Source: an optimization exercise on an open RTL-to-GDS flow (aim: small area and a short achievable clock period). Production flows keep margins and buffers that such runs may drop. In this exercise RTL edits were held to simulation tests only and were not proved equivalent to the original. The flow treats the clock pin as an ideal source, which a real chip does not have. Power and IR drop assume default switching activity.

--- flow/config.mk ---
export PLATFORM = sky130hd
export DESIGN_NAME = CPU_TOP
export DESIGN_NICKNAME = CPU_TOP
export VERILOG_FILES = /design/flow/design.v
export SDC_FILE = /design/flow/constraint.sdc
export NUM_CORES = 4
export LEC_CHECK = 0
export CAP_MARGIN = 10
export CELL_PAD_IN_SITES_DETAIL_PLACEMENT = 0
export CELL_PAD_IN_SITES_GLOBAL_PLACEMENT = 1
export CORE_MARGIN = 2
export CORE_UTILIZATION = 40
export CTS_BUF_LIST = sky130_fd_sc_hd__clkbuf_16
export CTS_CLUSTER_DIAMETER = 100
export CTS_CLUSTER_SIZE = 20
export PLACE_DENSITY = 0.5
export SLEW_MARGIN = 10
export SYNTH_HIERARCHICAL = 1
--- flow/constraint.sdc ---
create_clock -name core_clock -period 20.0 [get_ports {clk}]
set_input_delay 4.0000 -clock core_clock [delete_from_list [all_inputs] [get_ports {clk}]]
set_output_delay 4.0000 -clock core_clock [all_outputs]
set_load 0.01 [all_outputs]
--- flow/design.v ---
`timescale 1ns / 1ps
module CPU_TOP(clk, reset, switches, leds,
               imem_addr, imem_data,
               dmem_addr, dmem_wdata, dmem_we, dmem_rdata);
    input clk, reset;
    input[23:0] switches;
    output wire [23:0] leds;
    output wire [13:0] imem_addr;
    input  wire [31:0] imem_data;
    output wire [13:0] dmem_addr;
    output wire [31:0] dmem_wdata;
    output wire        dmem_we;
    input  wire [31:0] dmem_rdata;
    wire [31:0] instr = imem_data;
    wire [5:0]  op    = instr[31:26];
    wire [4:0]  rs    = instr[25:21];
    wire [4:0]  rt    = instr[20:16];
    wire [4:0]  rd    = instr[15:11];
    wire [5:0]  f     = instr[5:0];
    wire r_fmt  = (op == 6'b000000);
    wire i_fmt  = (op[5:3] == 3'b001);
    wire is_lw  = (op == 6'b100011);
    wire is_sw  = (op == 6'b101011);
    wire is_jal = (op == 6'b000011);
    wire is_jr  = r_fmt & (f == 6'b001000);
    reg  [31:2] pc;
    reg  [31:1] valid;
    reg  [23:0] led_r;
    reg  [15:0] sh_r;
    wire [32*32-1:0] rf;                       
    assign rf[31:0] = 32'b0;
    wire [31:0] sel_a, sel_b;
    assign sel_a[0] = 1'b0;
    assign sel_b[0] = 1'b0;
    genvar g, h;
    regsel u_sela (.r(rs), .v(valid), .s(sel_a[31:1]));
    regsel u_selb (.r(rt), .v(valid), .s(sel_b[31:1]));
    wire [31:0] A, B;
    generate
        for (g = 0; g < 32; g = g + 1) begin : rd_
            wire [31:1] col;
            for (h = 1; h < 32; h = h + 1) begin : c
                assign col[h] = rf[32*h + g];
            end
            rdbit ra (.s(sel_a[31:1]), .d(col), .y(A[g]));
            rdbit rb (.s(sel_b[31:1]), .d(col), .y(B[g]));
        end
    endgenerate
    wire [15:0] addr_lo;
    wire        io_c10n;                    
    agu u_agu (.a(A[15:0]), .imm(instr[15:0]), .addr(addr_lo), .c10n(io_c10n));
    wire [20:0] io_zh;
    wire        io_t0, rest_n, io_xn, is_io, we_o;
    iocond u_ioc (.a(A), .imm(instr[15:0]), .zh(io_zh), .t0(io_t0));
    nand21 u_rst (.z(io_zh), .y(rest_n));
    g_xor2  u_ix (.a(io_t0), .b(io_c10n), .y(io_xn));     
    g_nor2  u_io (.a(rest_n), .b(io_xn), .y(is_io));
    g_o21a  u_we (.a1(rest_n), .a2(io_xn), .b1(is_sw), .y(we_o));
    wire [31:0] alu_y;
    wire        eq;
    alu u_alu (.a(A), .b(B), .instr(instr), .y(alu_y), .eq(eq));
    wire [31:2] pc_inc, pc_nxt;
    pcu u_pcu (.pc(pc), .a(A), .eq(eq), .instr(instr), .pc_inc(pc_inc), .pc_nxt(pc_nxt));
    wire [1:0]  a10 = addr_lo[1:0];
    wire [15:0] sw_val = (a10 == 2'b00) ? switches[15:0] :
                         (a10 == 2'b10) ? {8'b0, switches[23:16]} : sh_r;
    wire        wen   = (r_fmt & ~is_jr) | i_fmt | is_lw | is_jal;
    wire [4:0]  waddr = is_jal ? 5'd31 : ((r_fmt & (rd != 5'd0)) ? rd : rt);
    wire [31:0] link  = {2'b00, pc_inc};
    wire [31:0] wd;
    wire e_jal = is_jal;
    wire e_mem = is_lw & ~is_io;
    wire e_sw  = is_lw & is_io;
    wire e_alu = ~is_jal & ~is_lw;
    generate
        for (g = 0; g < 32; g = g + 1) begin : wdm
            wire t1, t2;
            g_aoi222 ua (.a1(e_jal), .b1(link[g]), .a2(e_mem), .b2(dmem_rdata[g]),
                         .a3(e_alu), .b3(alu_y[g]), .y(t1));
            if (g < 16) begin : s
                g_nand2 un (.a(e_sw), .b(sw_val[g]), .y(t2));
                g_nand2 uo (.a(t1), .b(t2), .y(wd[g]));
            end else begin : n
                g_inv   uo (.a(t1), .y(wd[g]));
            end
        end
    endgenerate
    generate
        for (g = 1; g < 32; g = g + 1) begin : regs
            reg  [31:0] q;
            wire [31:0] d;
            wire we   = wen & (waddr == g);
            wire we_n = ~we;
            for (h = 0; h < 32; h = h + 1) begin : b
                wrbit w (.we(we), .we_n(we_n), .wd(wd[h]), .q(q[h]), .d(d[h]));
            end
            always @(posedge clk)
                q <= d;
            always @(posedge clk or posedge reset)
                if (reset) valid[g] <= 1'b0;
                else if (we) valid[g] <= 1'b1;
            assign rf[32*g +: 32] = q;
        end
    endgenerate
    always @(posedge clk or posedge reset) begin
        if (reset) pc <= 30'b0;
        else       pc <= pc_nxt;
    end
    wire led_lo = is_sw & is_io & (a10 == 2'b00);
    wire led_hi = is_sw & is_io & (a10 == 2'b10);
    wire sh_en  = is_lw & is_io & ~a10[0];
    wire led_lo_n = ~led_lo, led_hi_n = ~led_hi, sh_en_n = ~sh_en;
    wire [23:0] led_d;
    wire [15:0] sh_d;
    generate
        for (g = 0; g < 16; g = g + 1) begin : ledl
            g_ao22 m (.a1(led_lo), .b1(B[g]), .a2(led_lo_n), .b2(led_r[g]), .y(led_d[g]));
            g_ao22 s (.a1(sh_en), .b1(sw_val[g]), .a2(sh_en_n), .b2(sh_r[g]), .y(sh_d[g]));
        end
        for (g = 16; g < 24; g = g + 1) begin : ledh
            g_ao22 m (.a1(led_hi), .b1(B[g-16]), .a2(led_hi_n), .b2(led_r[g]), .y(led_d[g]));
        end
    endgenerate
    always @(posedge clk or posedge reset) begin
        if (reset) led_r <= 24'b0;
        else       led_r <= led_d;
    end
    always @(posedge clk or posedge reset) begin
        if (reset) sh_r <= 16'b0;
        else       sh_r <= sh_d;
    end
    assign leds       = led_r;
    assign imem_addr  = pc[15:2];
    assign dmem_addr  = addr_lo[15:2];
    assign dmem_wdata = B;
    assign dmem_we    = we_o;
endmodule
module g_aoi222(input a1, b1, a2, b2, a3, b3, output y);
    assign y = ~((a1 & b1) | (a2 & b2) | (a3 & b3));
endmodule
module g_nand2(input a, b, output y);
    assign y = ~(a & b);
endmodule
module g_nand3(input a, b, c, output y);
    assign y = ~(a & b & c);
endmodule
module g_nand4(input a, b, c, d, output y);
    assign y = ~(a & b & c & d);
endmodule
module g_or3(input a, b, c, output y);
    assign y = a | b | c;
endmodule
module g_mux2i(input s, a1, a0, output y);
    assign y = ~(s ? a1 : a0);
endmodule
module regsel(r, v, s);
    input  [4:0]  r;
    input  [31:1] v;
    output [31:1] s;
    wire [3:0] hi;
    wire [7:0] lo;
    predec2 ph (.r(r[4:3]), .y(hi));
    predec3 pl (.r(r[2:0]), .y(lo));
    genvar k;
    generate
        for (k = 1; k < 32; k = k + 1) begin : d
            g_and3 a (.a(v[k]), .b(hi[k >> 3]), .c(lo[k & 7]), .y(s[k]));
        end
    endgenerate
endmodule
module predec2(r, y);
    input  [1:0] r;
    output [3:0] y;
    assign y = 4'b1 << r;
endmodule
module predec3(r, y);
    input  [2:0] r;
    output [7:0] y;
    assign y = 8'b1 << r;
endmodule
module g_and3(input a, b, c, output y);
    assign y = a & b & c;
endmodule
module wrbit(we, we_n, wd, q, d);
    input  we, we_n, wd, q;
    output d;
    assign d = (we & wd) | (we_n & q);
endmodule
module rdbit(s, d, y);
    input  [31:1] s;
    input  [31:1] d;
    output        y;
    wire [10:0] t;
    wire [2:0]  u;
    genvar i;
    generate
        for (i = 0; i < 10; i = i + 1) begin : g
            g_aoi222 a (.a1(s[3*i+1]), .b1(d[3*i+1]), .a2(s[3*i+2]), .b2(d[3*i+2]),
                        .a3(s[3*i+3]), .b3(d[3*i+3]), .y(t[i]));
        end
    endgenerate
    g_nand2 n0 (.a(s[31]), .b(d[31]), .y(t[10]));
    g_nand4 n1 (.a(t[0]), .b(t[1]), .c(t[2]), .d(t[3]), .y(u[0]));
    g_nand4 n2 (.a(t[4]), .b(t[5]), .c(t[6]), .d(t[7]), .y(u[1]));
    g_nand3 n3 (.a(t[8]), .b(t[9]), .c(t[10]), .y(u[2]));
    g_or3   o1 (.a(u[0]), .b(u[1]), .c(u[2]), .y(y));
endmodule
module agu(a, imm, addr, c10n);
    input  [15:0] a;
    input  [15:0] imm;
    output [15:0] addr;
    output        c10n;
    wire [15:0] gn0, tn0, p;
    wire [15:0] g1, t1;                     
    wire [15:0] gn2, tn2;                   
    wire [15:0] g3, t3;                     
    wire [15:0] gn4;                        
    genvar i;
    generate
        for (i = 0; i < 16; i = i + 1) begin : b
            g_nand2 l0g (.a(a[i]), .b(imm[i]), .y(gn0[i]));
            g_nor2  l0t (.a(a[i]), .b(imm[i]), .y(tn0[i]));
            g_xor2  l0p (.a(a[i]), .b(imm[i]), .y(p[i]));
            if (i >= 1) begin : l1
                g_o21ai ug (.a1(tn0[i]), .a2(gn0[i-1]), .b1(gn0[i]), .y(g1[i]));
                g_nor2  ut (.a(tn0[i]), .b(tn0[i-1]), .y(t1[i]));
            end else begin : l1c
                g_inv   ug (.a(gn0[i]), .y(g1[i]));
                assign t1[i] = 1'b0;
            end
            if (i >= 2) begin : l2
                g_aoi21 ug (.a1(t1[i]), .a2(g1[i-2]), .b1(g1[i]), .y(gn2[i]));
                g_nand2 ut (.a(t1[i]), .b(t1[i-2]), .y(tn2[i]));
            end else begin : l2c
                g_inv   ug (.a(g1[i]), .y(gn2[i]));
                assign tn2[i] = 1'b1;
            end
            if (i >= 4) begin : l3
                g_o21ai ug (.a1(tn2[i]), .a2(gn2[i-4]), .b1(gn2[i]), .y(g3[i]));
                g_nor2  ut (.a(tn2[i]), .b(tn2[i-4]), .y(t3[i]));
            end else begin : l3c
                g_inv   ug (.a(gn2[i]), .y(g3[i]));
                assign t3[i] = 1'b0;
            end
            if (i >= 8) begin : l4
                g_aoi21 ug (.a1(t3[i]), .a2(g3[i-8]), .b1(g3[i]), .y(gn4[i]));
            end else begin : l4c
                g_inv   ug (.a(g3[i]), .y(gn4[i]));
            end
            if (i == 0) begin : s0
                assign addr[i] = p[i];
            end else begin : s
                g_xnor2 us (.a(p[i]), .b(gn4[i-1]), .y(addr[i]));
            end
        end
    endgenerate
    assign c10n = gn4[9];
endmodule
module g_o21ai(input a1, a2, b1, output y);
    assign y = ~((a1 | a2) & b1);
endmodule
module g_aoi21(input a1, a2, b1, output y);
    assign y = ~((a1 & a2) | b1);
endmodule
module iocond(a, imm, zh, t0);
    input  [31:0] a;
    input  [15:0] imm;
    output [20:0] zh;
    output        t0;
    wire [31:0] se = {{16{imm[15]}}, imm};
    wire [21:0] hx = a[31:10];
    wire [21:0] hy = se[31:10];
    wire [21:0] ht = hx ^ hy;
    wire [21:0] hg = hx & hy;
    assign zh  = ht[21:1] ^ hg[20:0];
    assign t0  = ht[0];
endmodule
module nand21(z, y);
    input  [20:0] z;
    output        y;
    assign y = ~(&z);
endmodule
module g_o21a(input a1, a2, b1, output y);
    assign y = (a1 | a2) & b1;
endmodule
module alu(a, b, instr, y, eq);
    input  [31:0] a, b;
    input  [31:0] instr;
    output [31:0] y;
    output        eq;                       
    wire [5:0]  op    = instr[31:26];
    wire [4:0]  shamt = instr[10:6];
    wire [5:0]  f     = instr[5:0];
    wire        i_fmt = (op[5:3] == 3'b001);
    wire [31:0] se    = {{16{instr[15]}}, instr[15:0]};
    wire [2:0]  ctl = i_fmt ? {op[1], ~op[2], op[0]} : {f[1], ~f[2], f[0] | f[3]};
    wire        is_br = (op[5:1] == 5'b00010);
    wire        sub = is_br | (ctl[2] & ctl[1]);
    wire        i_fmt_n = ~i_fmt;
    wire [31:0] bx;
    genvar i;
    generate
        for (i = 0; i < 32; i = i + 1) begin : ob
            wire b2;
            g_ao22 m (.a1(i_fmt), .b1(se[i]), .a2(i_fmt_n), .b2(b[i]), .y(b2));
            g_xor2 x (.a(b2), .b(sub), .y(bx[i]));
        end
    endgenerate
    wire [31:0] p, g, sum;
    wire [32:0] c;
    generate
        for (i = 0; i < 32; i = i + 1) begin : pg
            g_ha h (.a(a[i]), .b(bx[i]), .s(p[i]), .c(g[i]));
        end
    endgenerate
    carries u_c (.p(p), .g(g), .cin(sub), .c(c));
    and32 u_eq (.z(p), .y(eq));
    generate
        for (i = 0; i < 32; i = i + 1) begin : sm
            g_xor2 x (.a(p[i]), .b(c[i]), .y(sum[i]));
        end
    endgenerate
    wire        lt = (a[31] ^ ~bx[31]) ? a[31] : sum[31];
    wire [31:0] sh;
    wire        fill = f[1] & f[0] & b[31];
    shifter u_sh (.b(b), .a(a[4:0]), .f(f), .shamt(shamt), .fill(fill), .y(sh));
    wire is_slt   = i_fmt ? (op[1] & ~op[2]) : ((ctl == 3'b111) & f[3]);
    wire is_lui   = i_fmt & (op[2:0] == 3'b111);
    wire is_shift = ~i_fmt & (f[5:3] == 3'b000);
    wire pass     = f[0] & ~f[1];
    wire big      = f[2] & (|a[31:5]);
    wire other    = ~is_slt & ~is_lui & ~is_shift;
    wire e_sh   = is_shift & ~pass & ~big;
    wire e_pass = is_shift & pass;
    wire e_fill = is_shift & ~pass & big & fill;
    wire e_ar   = other & ctl[1];
    wire e_lg   = other & ~ctl[1];
    wire e_and  = e_lg & ~ctl[2] & ~ctl[0];
    wire e_or   = e_lg & ~ctl[2] &  ctl[0];
    wire e_xor  = e_lg &  ctl[2] & ~ctl[0];
    wire e_nor  = e_lg &  ctl[2] &  ctl[0];
    wire k_g    = e_and | e_or;                 
    wire k_p    = e_or | e_xor;                 
    wire e_lui  = is_lui;
    wire e_slt  = is_slt;
    wire e_fill_n = ~e_fill;
    generate
        for (i = 0; i < 32; i = i + 1) begin : rb
            wire xn;
            if (i == 0)       g_nand2 xo (.a(e_slt), .b(lt), .y(xn));
            else if (i >= 16) g_nand2 xo (.a(e_lui), .b(instr[i-16]), .y(xn));
            else              assign xn = 1'b1;
            if (i == 0 || i >= 16)
                resbit u (.sh(sh[i]), .sum(sum[i]), .p(p[i]), .g(g[i]), .b(b[i]), .xn(xn),
                          .fn(e_fill_n), .e_sh(e_sh), .e_ar(e_ar), .k_g(k_g), .k_p(k_p),
                          .e_nor(e_nor), .e_pass(e_pass), .y(y[i]));
            else
                resbit3 u (.sh(sh[i]), .sum(sum[i]), .p(p[i]), .g(g[i]), .b(b[i]),
                           .fn(e_fill_n), .e_sh(e_sh), .e_ar(e_ar), .k_g(k_g), .k_p(k_p),
                           .e_nor(e_nor), .e_pass(e_pass), .y(y[i]));
        end
    endgenerate
endmodule
module resbit(sh, sum, p, g, b, xn, fn, e_sh, e_ar, k_g, k_p, e_nor, e_pass, y);
    input sh, sum, p, g, b, xn, fn, e_sh, e_ar, k_g, k_p, e_nor, e_pass;
    output y;
    wire t1, t2, npg;
    g_nor2   n  (.a(p), .b(g), .y(npg));
    g_aoi222 a1 (.a1(e_sh), .b1(sh), .a2(e_ar), .b2(sum), .a3(k_g), .b3(g), .y(t1));
    g_aoi222 a2 (.a1(k_p), .b1(p), .a2(e_nor), .b2(npg), .a3(e_pass), .b3(b), .y(t2));
    g_nand4  o  (.a(t1), .b(t2), .c(xn), .d(fn), .y(y));
endmodule
module resbit3(sh, sum, p, g, b, fn, e_sh, e_ar, k_g, k_p, e_nor, e_pass, y);
    input sh, sum, p, g, b, fn, e_sh, e_ar, k_g, k_p, e_nor, e_pass;
    output y;
    wire t1, t2, npg;
    g_nor2   n  (.a(p), .b(g), .y(npg));
    g_aoi222 a1 (.a1(e_sh), .b1(sh), .a2(e_ar), .b2(sum), .a3(k_g), .b3(g), .y(t1));
    g_aoi222 a2 (.a1(k_p), .b1(p), .a2(e_nor), .b2(npg), .a3(e_pass), .b3(b), .y(t2));
    g_nand3  o  (.a(t1), .b(t2), .c(fn), .y(y));
endmodule
module and32(z, y);
    input  [31:0] z;
    output        y;
    assign y = &z;
endmodule
module carries(p, g, cin, c);
    input  [31:0] p, g;
    input         cin;
    output [32:0] c;
    reg [31:0] G, P;
    reg [31:0] gg [0:5];
    reg [31:0] pp [0:5];
    integer l, j;
    always @* begin
        gg[0] = g;
        pp[0] = p;
        gg[0][0] = g[0] | (p[0] & cin);
        for (l = 0; l < 5; l = l + 1) begin
            gg[l+1] = gg[l];
            pp[l+1] = pp[l];
            for (j = 0; j < 32; j = j + 1)
                if (((j + 1) % (1 << (l + 1))) == 0) begin
                    gg[l+1][j] = gg[l][j] | (pp[l][j] & gg[l][j - (1 << l)]);
                    pp[l+1][j] = pp[l][j] & pp[l][j - (1 << l)];
                end
        end
        G = gg[5];
        P = pp[5];
        for (l = 3; l >= 0; l = l - 1)
            for (j = 0; j < 32; j = j + 1)
                if (((j + 1) % (1 << (l + 1))) == (1 << l) && j >= (1 << (l + 1))) begin
                    G[j] = G[j] | (P[j] & G[j - (1 << l)]);
                    P[j] = P[j] & P[j - (1 << l)];
                end
    end
    assign c = {G, cin};
endmodule
module carries16(p, g, cin, c);
    input  [15:0] p, g;
    input         cin;
    output [16:0] c;
    reg [15:0] G, P;
    reg [15:0] gg [0:4];
    reg [15:0] pp [0:4];
    integer l, j;
    always @* begin
        gg[0] = g;
        pp[0] = p;
        gg[0][0] = g[0] | (p[0] & cin);
        for (l = 0; l < 4; l = l + 1) begin
            gg[l+1] = gg[l];
            pp[l+1] = pp[l];
            for (j = 0; j < 16; j = j + 1)
                if (((j + 1) % (1 << (l + 1))) == 0) begin
                    gg[l+1][j] = gg[l][j] | (pp[l][j] & gg[l][j - (1 << l)]);
                    pp[l+1][j] = pp[l][j] & pp[l][j - (1 << l)];
                end
        end
        G = gg[4];
        P = pp[4];
        for (l = 2; l >= 0; l = l - 1)
            for (j = 0; j < 16; j = j + 1)
                if (((j + 1) % (1 << (l + 1))) == (1 << l) && j >= (1 << (l + 1))) begin
                    G[j] = G[j] | (P[j] & G[j - (1 << l)]);
                    P[j] = P[j] & P[j - (1 << l)];
                end
    end
    assign c = {G, cin};
endmodule
module g_ao22(input a1, b1, a2, b2, output y);
    assign y = (a1 & b1) | (a2 & b2);
endmodule
module g_xor2(input a, b, output y);
    assign y = a ^ b;
endmodule
module g_ha(input a, b, output s, c);
    assign s = a ^ b;
    assign c = a & b;
endmodule
module g_xnor2(input a, b, output y);
    assign y = ~(a ^ b);
endmodule
module g_or2(input a, b, output y);
    assign y = a | b;
endmodule
module g_inv(input a, output y);
    assign y = ~a;
endmodule
module g_nor2(input a, b, output y);
    assign y = ~(a | b);
endmodule
module shifter(b, a, f, shamt, fill, y);
    input  [31:0] b;
    input  [4:0]  a;
    input  [5:0]  f;
    input  [4:0]  shamt;
    input         fill;
    output [31:0] y;
    wire       left = ~f[1];
    wire       right = f[1];
    wire [4:0] amt  = f[2] ? a : shamt;
    wire [31:0] x0, x1, x2, x3, x4, x5;
    genvar i;
    generate
        for (i = 0; i < 32; i = i + 1) begin : st
            g_ao22 m0 (.a1(left), .b1(b[31-i]), .a2(right), .b2(b[i]), .y(x0[i]));
            if (i + 1 < 32)  g_mux2i m1 (.s(amt[0]), .a1(x0[i+1]),  .a0(x0[i]), .y(x1[i]));
            else             g_mux2i m1 (.s(amt[0]), .a1(fill),     .a0(x0[i]), .y(x1[i]));
            if (i + 2 < 32)  g_mux2i m2 (.s(amt[1]), .a1(x1[i+2]),  .a0(x1[i]), .y(x2[i]));
            else             g_mux2i m2 (.s(amt[1]), .a1(~fill),    .a0(x1[i]), .y(x2[i]));
            if (i + 4 < 32)  g_mux2i m3 (.s(amt[2]), .a1(x2[i+4]),  .a0(x2[i]), .y(x3[i]));
            else             g_mux2i m3 (.s(amt[2]), .a1(fill),     .a0(x2[i]), .y(x3[i]));
            if (i + 8 < 32)  g_mux2i m4 (.s(amt[3]), .a1(x3[i+8]),  .a0(x3[i]), .y(x4[i]));
            else             g_mux2i m4 (.s(amt[3]), .a1(~fill),    .a0(x3[i]), .y(x4[i]));
            if (i + 16 < 32) g_mux2i m5 (.s(amt[4]), .a1(x4[i+16]), .a0(x4[i]), .y(x5[i]));
            else             g_mux2i m5 (.s(amt[4]), .a1(fill),     .a0(x4[i]), .y(x5[i]));
            g_mux2i mo (.s(left), .a1(x5[31-i]), .a0(x5[i]), .y(y[i]));
        end
    endgenerate
endmodule
module pcu(pc, a, eq, instr, pc_inc, pc_nxt);
    input  [31:2] pc;
    input  [31:0] a;
    input         eq;
    input  [31:0] instr;
    output [31:2] pc_inc;
    output [31:2] pc_nxt;
    wire [5:0]  op     = instr[31:26];
    wire        is_beq = (op == 6'b000100);
    wire        is_bne = (op == 6'b000101);
    wire        is_jmp = (op[5:1] == 5'b00001);
    wire        is_jr  = (op == 6'b000000) & (instr[5:0] == 6'b001000);
    wire        s      = instr[15];
    wire [13:0] hi   = pc[31:18];
    wire [13:0] hi_p, hi_m;
    wire [16:0] lo_i;
    wire [30:0] ic;                       
    wire [14:0] hc;                       
    wire [14:0] nb;                       
    assign ic[0] = 1'b1;
    assign hc[0] = 1'b1;
    assign nb[0] = 1'b0;
    genvar k;
    generate
        for (k = 0; k < 16; k = k + 1) begin : inc_lo
            g_ha h (.a(pc[k+2]), .b(ic[k]), .s(lo_i[k]), .c(ic[k+1]));
        end
        for (k = 0; k < 14; k = k + 1) begin : inc_hi
            g_ha h (.a(hi[k]), .b(hc[k]), .s(hi_p[k]), .c(hc[k+1]));
            g_xnor2 x (.a(hi[k]), .b(nb[k]), .y(hi_m[k]));
            g_or2   o (.a(hi[k]), .b(nb[k]), .y(nb[k+1]));
        end
    endgenerate
    assign lo_i[16] = ic[16];
    wire        lc   = lo_i[16];
    wire        lc_n = ~lc;
    generate
        for (k = 0; k < 14; k = k + 1) begin : incm
            g_ao22 m (.a1(lc), .b1(hi_p[k]), .a2(lc_n), .b2(hi[k]), .y(pc_inc[k+18]));
        end
    endgenerate
    assign pc_inc[17:2] = lo_i[15:0];
    wire [15:0] bp, bg, bs;
    wire [16:0] bc;
    generate
        for (k = 0; k < 16; k = k + 1) begin : bpg
            g_ha h (.a(pc[k+2]), .b(instr[k]), .s(bp[k]), .c(bg[k]));
            g_xor2 x (.a(bp[k]), .b(bc[k]), .y(bs[k]));
        end
    endgenerate
    carries16 u_bc (.p(bp), .g(bg), .cin(1'b1), .c(bc));
    wire [17:0] lo_b = {bc[16], bs, 1'b1};
    wire        c16  = lo_b[17];
    wire take  = (is_beq & eq) | (is_bne & ~eq);
    wire e_j   = is_jmp;
    wire e_jr  = is_jr;
    wire e_bt  = take;
    wire e_inc = ~is_jmp & ~is_jr & ~take;
    wire k_p   = (e_bt & c16 & ~s) | (e_inc & lo_i[16]);
    wire k_m   = e_bt & s & ~c16;
    wire k_0   = (e_bt & (c16 == s)) | (e_inc & ~lo_i[16]);
    wire [29:0] tgt = {4'b0000, instr[27:2]};
    genvar i;
    generate
        for (i = 0; i < 16; i = i + 1) begin : lo
            wire t1, t2;
            g_aoi222 ua (.a1(e_j), .b1(tgt[i]), .a2(e_jr), .b2(a[i]), .a3(e_bt), .b3(lo_b[i+1]), .y(t1));
            g_nand2  un (.a(e_inc), .b(lo_i[i]), .y(t2));
            g_nand2  uo (.a(t1), .b(t2), .y(pc_nxt[i+2]));
        end
        for (i = 16; i < 30; i = i + 1) begin : hi_
            wire t1, t2, t3;
            g_aoi222 ua (.a1(e_j), .b1(tgt[i]), .a2(e_jr), .b2(a[i]), .a3(k_p), .b3(hi_p[i-16]), .y(t1));
            g_nand2  un (.a(k_m), .b(hi_m[i-16]), .y(t2));
            g_nand2  um (.a(k_0), .b(hi[i-16]), .y(t3));
            g_nand3  uo (.a(t1), .b(t2), .c(t3), .y(pc_nxt[i+2]));
        end
    endgenerate
endmodule
--- flow/flow/run.sh ---
#!/bin/bash
# Own flow: the standard layout (standard.sh) with
#  - ports buffered with buf_4 instead of the default delay-buffer choice,
#  - timing repair aiming below the clock period (setup margin),
#  - after CTS, area recovery (downsizing) of cells whose paths stay within
#    that same target (post_cts.tcl).
# Each tool's full output is in orfs/logs/; standard.sh's own output in standard.log.
set -uo pipefail
here=$(pwd)
export BUFFER_PORTS_ARGS="-buffer_cell sky130_fd_sc_hd__buf_4"
export SETUP_SLACK_MARGIN=9
export POST_CTS_TCL=$here/flow/post_cts.tcl
bash standard.sh > $here/standard.log 2>&1
--- flow/flow/post_cts.tcl ---
# Area recovery: downsize cells off the critical paths. The setup margin is
# applied as clock uncertainty while it runs, so no path is made slower than
# the repair target; the uncertainty is removed again afterwards.
set margin $::env(SETUP_SLACK_MARGIN)
set_clock_uncertainty -setup $margin [all_clocks]
report_worst_slack
log_cmd repair_timing -recover_power 100
report_worst_slack
set_clock_uncertainty -setup 0 [all_clocks]
log_cmd detailed_placement
check_placement -verbose
report_design_area
--- flow/standard.sh ---
#!/bin/bash
# synth_recipe.tcl (not shown) runs the flow's synth.tcl, then flattens the netlist and writes it again
# the make line also repeats each setting of config.mk as NAME=value (left out here)
make -C /OpenROAD-flow-scripts/flow DESIGN_CONFIG=/design/flow/config.mk WORK_HOME=/design/flow/orfs CLKGATE_MAP_FILE= SYNTH_SCRIPT=/design/flow/synth_recipe.tcl "${@:-finish}"
==> results of run 1 <==
path summary, 6_finish.rpt:
kind | to | slack [ps] | start | depth (start not counted)
max | dmem_we | 8350 | imem_data[23] | 16
min | valid[27] | 500 | valid[27] | 1
max reg2reg | regs[2].q[0] | 12080 | valid[7] | 26
min reg2reg | valid[27] | 500 | valid[27] | 1
max in group asynchronous | pc[20] | 15040 | reset | 4
min in group asynchronous | sh_r[13] | 3400 | reset | 2
worst reg2reg max path, delay by kind of cell (launching register included):
| family | cells | cell delay [ps] |
|---|---|---|
| and+or+nand+nor | 7 | 1900 |
| adders and majority gates | 2 | 740 |
| AOI/OAI and AO/OA | 11 | 3380 |
| DFF | 1 | 550 |
| buffers and inverters | 4 | 920 |
| xor gates and xnor gates | 2 | 340 |
where the power goes:
group          internal, mW  switching (mW)  leakage [nW]
Clock                 0.653           0.839         0.992
Sequential             2.41           0.208          9.41
Combinational         0.367           0.592          13.9
flip-flops by register name, indices dropped and copies added (netlist names):
register and count:
regs.q 992, sh_r 16, led_r 24, pc 30
valid 31
cell type report:
type | instances | area [sq um]
clock buffers | 71 | 1780
fillers | 11900 | 66400
diodes | 6 | 15.0
flip-flops and latches | 1093 | 22400
inverters | 49 | 191
repair buffers | 478 | 4380
multi-input cells | 3458 | 29800
clock inverters | 20 | 188
well taps | 1662 | 2080
routing by layer:
layer / vias up / track usage, % / routed length, um
li1: 21600 / - / -
met1: 26500 / 55.0 / 112000
met5: - / 0 / 9
met3: 811 / 13.1 / 39100
met2: 4432 / 59.6 / 119000
met4: 2 / 26.8 / 22100
cells in the final DEF (no fill, tap or decap), drive strengths merged, types with 9 or more instances in the layout:
| cell type | count |
|---|---|
| clkbuf | 120 |
| and2 | 9 |
| nor3b | 9 |
| nor4 | 11 |
| mux2i | 204 |
| a22o | 1110 |
| nand2b | 28 |
| a31o | 15 |
| dfxtp | 992 |
| dfrtp | 101 |
| a222oi | 766 |
| a21oi | 38 |
| or2 | 18 |
| buf | 423 |
| nor2 | 111 |
| or3 | 66 |
| o21ai | 53 |
| nand2 | 248 |
| xnor2 | 30 |
| o21bai | 19 |
| a21o | 40 |
| xor2 | 118 |
| ha | 99 |
| nor3 | 21 |
| and3 | 89 |
| nand3 | 117 |
| nand4 | 167 |
| inv | 62 |
| conb | 12 |
metrics by stage:
stage | utilization, % | power (mW) | std cells | worst slack [ps]
floorplan | - | 3.15 | 4622 | 9100
global route | 47.8 | 5.22 | 6831 | 8390
global placement | 44.0 | 3.53 | 6590 | 7820
finish | 47.8 | 5.07 | 6837 | 8350
detailed placement | 44.0 | 3.53 | 6590 | 7770
==> run summary, run 1 <==
- Slew headroom: under 10%
- Critical path arrival: 7650 ps
- Die Area: 0.131 sq mm
- Vias per std cell: about 7.8
- Routed WL per cell: about 43 um
- CTS tree: yes
- Pin count of the biggest net entering global routing: 65
- GR Util All Layers: 42.0%
- Critical path cell sequence: buf_12, and3b_2, buf_6, and3_4, buf_8, buf_4, a222oi_1, nand4_1, or3_4, ha_4, xor2_1, nand4_1, nor2_2, nand2_4, o21a_1, buf_6
- Startpoint Class: input pin
- Tmin final: ~12000 ps
- Setup_tns: 0 ps
- Crit Path Category: in -> out
- IO Count: 175
- Chip width: 362 um
- Leakage power: approximately 24 nW
- DRT Pass-1 Iters: 15
- Post-route cell area: just over 0.06 sq mm
- Syn avg cell area: between 10 and 15 sq um
- CP required: ~16000 ps
- Max IR drop VDD: 0.0000597 V
- Vias in the first global route: about 48000
- DP HPWL: 167 mm
- Gr ovfl total: 0
- Initial Utilization: around 40%
- Slew @ Worst Pin: between 1000 and 1500 ps
- Worst-path clk slew: around 90 ps
- Drt initial violations: between 10000 and 15000
- Hold Fails Final Rpt: 0
- Drt drc: 0
- Final period util: just under 60%
- Hold slack: around 500 ps
- Slew Viols, Final: 0
- P per Cell Area: between 80 and 90 mW/mm^2
- Worst skew pair latency: 710 ps
- CP max stage delay: 550 ps
- Syn-to-layout area delta: 18.9%
- Layout cell share with drive strength beyond 1: approximately 17%
- Vias: around 53000
- Skew final: approximately 43 ps
- Syn. warnings: 13
- CP max stage cell: or3_4
- Layout net count: between 5000 and 6000
- Port Buffer Count: 174
- Post-Syn Instances: roughly 4600
- Count of final setup violators: 0
- RSZ-0062 raised after global routing: yes
- MaxCap Viol Count: 0
- GP Congestion: between 0.9 and 1
- CTS sink count: 1093
- WL final: between 200 and 300 mm
- Die extent in y: between 300 and 400 um
- Fmax: ~86 MHz
- Status: finished clean
- Row Count: about 130
- Synth Cell Area: between 0.05 and 0.06 sq mm
- Critical Path End Type: output port
- Core ar.: 0.127 sq mm
- Hold Crit Class: reg -> reg
- Antenna violations before repair: 10
- Post-DRT Antenna Nets: 0
- CP Buf/Inv Count: 5
- Area after DPL: 0.0560 sq mm
- Top Family by Delay on Critical Path: simple AND/OR/NAND/NOR gates
- First-pass GRT wire length: 393 mm
- Max Fanout on Critical Path: 7
==> inputs of run 2 (changes only) <==
--- a/flow/flow/run.sh
+++ b/flow/flow/run.sh
@@ -10,3 +10,3 @@
 export BUFFER_PORTS_ARGS="-buffer_cell sky130_fd_sc_hd__buf_4"
-export SETUP_SLACK_MARGIN=9
+export SETUP_SLACK_MARGIN=9.5
 export POST_CTS_TCL=$here/flow/post_cts.tcl
==> run 2 against run 1 <==
Still clean on timing, DRC and antenna; routed wire length rose by 2.0%; power rose by 0.10%; hold slack improved by 4.2 ps; register-to-register slack improved by 360 ps; via count rose by 1.7%; largest power group unchanged.
==> run summary, run 2 <==
- Critical path cell sequence: clkbuf_16, nor3b_4, and3_4, buf_12, a222oi_1, nand4_1, or3_4, ha_4, xor2_1, nand4_1, nor2_1, nand2_2, o21a_1, buf_6 (was buf_12, and3b_2, buf_6, and3_4, buf_8, buf_4, a222oi_1, nand4_1, or3_4, ha_4, xor2_1, nand4_1, nor2_2, nand2_4, o21a_1, buf_6)
- Critical Path End Type: output port (unchanged)
- CTS tree: yes (unchanged)
- Syn-to-layout area delta: 21.1% (was 18.9%)
- Regs by FF count: regs.q x992, valid x31, pc x30 (unchanged)
- Final-layout fill cell count: 11700 (was 11900)
- FF-to-FF End: regs[20].q[0] (was regs[2].q[0])
- Status: finished clean (unchanged)
- Gr ovfl total: 0 (unchanged)
- CP required: 16000 ps (about the same)
- Crit Path Category: in -> out (unchanged)
- Pin count of the biggest net entering global routing: 65 (unchanged)
- WL final: 298 mm (was 292 mm)
- Critical path depth: 14 (was 16)
- Flop2flop setup slack: 12440 ps (was 12080 ps)
- DRT Pass-1 Iters: 11 (was 15)
- Final period util: 58.6% (was 58.2%)
- Cells after DPL: 6567 (was 6590)
- RSZ-0062 raised after global routing: yes (unchanged)
- CP max stage cell: a222oi_1 (was or3_4)
- Chip width: 362 um (unchanged)
- Layout cell share with drive strength beyond 1: 18.2% (was 17.0%)
- Die Area: 0.131 sq mm (unchanged)
- DP HPWL: 164 mm (was 167 mm)
- Vias per std cell: 7.84 (was 7.79)
- Place WS: 7780 ps (was 7770 ps)
- Drt initial violations: 13700 (was 13300)
- Initial Utilization: 40.2% (unchanged)
- Drt drc: 0 (unchanged)
- GR Util All Layers: 42.4% (was 42.0%)
- Crit path from: imem_data[23] (unchanged)
- Worst reg-to-reg path cell count: 28 (was 26)
- IO Count: 175 (unchanged)
- Final worst setup slack: 8290 ps (was 8350 ps)
- Slew headroom: 11.3% (was 7.69%)
- GP Congestion: 0.975 (was 0.996)
- Routed WL per cell: 43.1 um (was 42.6 um)
- Area after DPL: 0.0559 sq mm (was 0.0560 sq mm)
- Max IR drop VDD: 0.0000611 V (was 0.0000597 V)
- Tot Pwr: 5.07 mW (about the same)
- Die extent in y: 362 um (unchanged)
- Post-route cell area: 0.0619 sq mm (was 0.0608 sq mm)
- Reg-to-Reg Start: valid[19] (was valid[7])
- Hold Crit Class: reg -> reg (unchanged)
- Vias in the first global route: 48500 (was 47700)
- Top reg by flops: regs.q (unchanged)
- First-pass GRT wire length: 398 mm (was 393 mm)
- Sequential cell area: 0.0224 sq mm (unchanged)
- Slew Viols, Final: 0 (unchanged)
- Area taken by multi-input logic gates: 0.0300 sq mm (was 0.0298 sq mm)
- Worst-path clk slew: 80 ps (was 90 ps)
- Syn. warnings: 13 (unchanged)
- Antenna violations before repair: 11 (was 10)
- Layout Cells excl Fill: 6908 (was 6837)
- CP endpoint: dmem_we (unchanged)
- Hold Fails Final Rpt: 0 (unchanged)
- Syn avg cell area: 11.1 sq um (unchanged)
- P per Cell Area: 81.9 mW/mm^2 (was 83.4 mW/mm^2)
- Post-DRT Antenna Nets: 0 (unchanged)
- MaxCap Viol Count: 0 (unchanged)
- Commonest cells after routing, fill and taps aside: a22o_1 (1110), dfxtp_1 (992), a222oi_1 (766), buf_4 (345), nand2_1 (236) (was a22o_1 (1110), dfxtp_1 (992), a222oi_1 (766), buf_4 (349), nand2_1 (235))
- Port Buffer Count: 174 (unchanged)
- Tmin final: 11710 ps (was 11650 ps)
- Startpoint Class: input pin (unchanged)
- Commonest non-fill, non-tap cell in the layout: a22o_1 (unchanged)
- Worst skew pair latency: 690 ps (was 710 ps)
- Leakage power: 24.7 nW (was 24.3 nW)
- Hold slack: 502 ps (was 498 ps)
- Layout net count: 5405 (was 5337)
- Skew final: 40.2 ps (was 42.5 ps)
- Synth Cell Area: 0.0511 sq mm (unchanged)
- CP Buf/Inv Count: 3 (was 5)
- Largest register FFs: 992 (unchanged)
- Worst path most repeated cell: nand4_1
- Slew @ Worst Pin: 1330 ps (was 1380 ps)
- Critical path arrival: 7710 ps (was 7650 ps)
- Post-Syn Instances: 4613 (unchanged)
- Top Family by Delay on Critical Path: simple AND/OR/NAND/NOR gates (unchanged)
- CP max stage delay: 820 ps (was 550 ps)
- Setup_tns: 0 ps (unchanged)
- CTS sink count: 1093 (unchanged)
- Count of final setup violators: 0 (unchanged)
- Core ar.: 0.127 sq mm (unchanged)
- Row Count: 131 (unchanged)
- Fmax: 85.4 MHz (was 85.9 MHz)
- Max Fanout on Critical Path: 16 (was 7)
- Post-layout util: 48.7% (was 47.8%)
- Vias: 54200 (was 53300)
## run 2: worst reg2reg max path, delay by kind of cell (launching register included)
family	cells	cell delay (ps)
xor+xnor	2	350
compound gates	10	2750
fa+ha+maj	2	780
simple gates	7	1750
buf+inv	7	1180
flops	1	640
## run 2: final cells by class
cell class | count | share of cell area (%)
Antenna cell | 9 | 0.0364
Clock buffer | 70 | 2.83
Clock inverter | 20 | 0.273
Inverter | 49 | 0.307
Multi-Input combinational cell | 3474 | 48.4
Sequential cell | 1093 | 36.1
Tap cell | 1662 | 3.36
Timing Repair Buffer | 531 | 8.66
## run 2: how the worst min path moves through the flow
stage                   startpoint              to  slack (ps)  cells past startpoint
global route        regs[26].q[21]  regs[26].q[21]         510                      1
floorplan                valid[16]       valid[16]         430                      1
global placement         valid[16]       valid[16]         450                      1
detailed placement       valid[16]       valid[16]         460                      1
finish                     sh_r[2]         sh_r[2]         500                      1
## run 2: power by group
part           switching, mW  leakage [nW]  total, mW  internal [mW]
Clock                  0.832         0.978       1.47          0.643
Sequential             0.215          9.41       2.62           2.41
Combinational          0.593          14.3      0.976          0.383
Total                   1.64          24.7       5.07           3.44
## run 2: layer usage
layer	track usage [%]	up-vias	wire, um
met5	0.481	-	12
met4	27.7	2	23200
met3	14.1	875	40400
met2	60.2	4581	121000
met1	54.6	27000	113000
li1	-	21700	-

==> separate check: timing with driven ports <==
Ports are ideal in the flow. The routed layouts listed here were re-timed in OpenROAD. Step 1 (the two cells are an assumption about what drives the block):
set clk [get_ports {clk}]
set_driving_cell -lib_cell sky130_fd_sc_hd__clkbuf_16 $clk
set_driving_cell -lib_cell sky130_fd_sc_hd__buf_2 [delete_from_list [all_inputs] $clk]
Step 2 times the ports against the registers' clock, not the clock port: input delays grow and output delays shrink by t, the midpoint of the rising clock arrivals with the driver on. Three values: no drivers, after step 1, after step 2; two values: the first two.
run	t, ns	setup slack, ns	hold WS [ns]	worst setup path at the end	worst register clock-pin slew, ns
run 1	0.774	8.352 / 8.194 / 8.074	0.498 / 0.498 / 0.498	input to register	0.10 / 0.10
run 2	0.758	8.285 / 8.122 / 8.122	0.502 / 0.502 / 0.502	input to output	0.10 / 0.10
After both steps setup and hold are still met in every run listed. The setup slack of run 1, which loses most, moves by -0.158 ns with the drivers and by -0.278 ns with both steps.
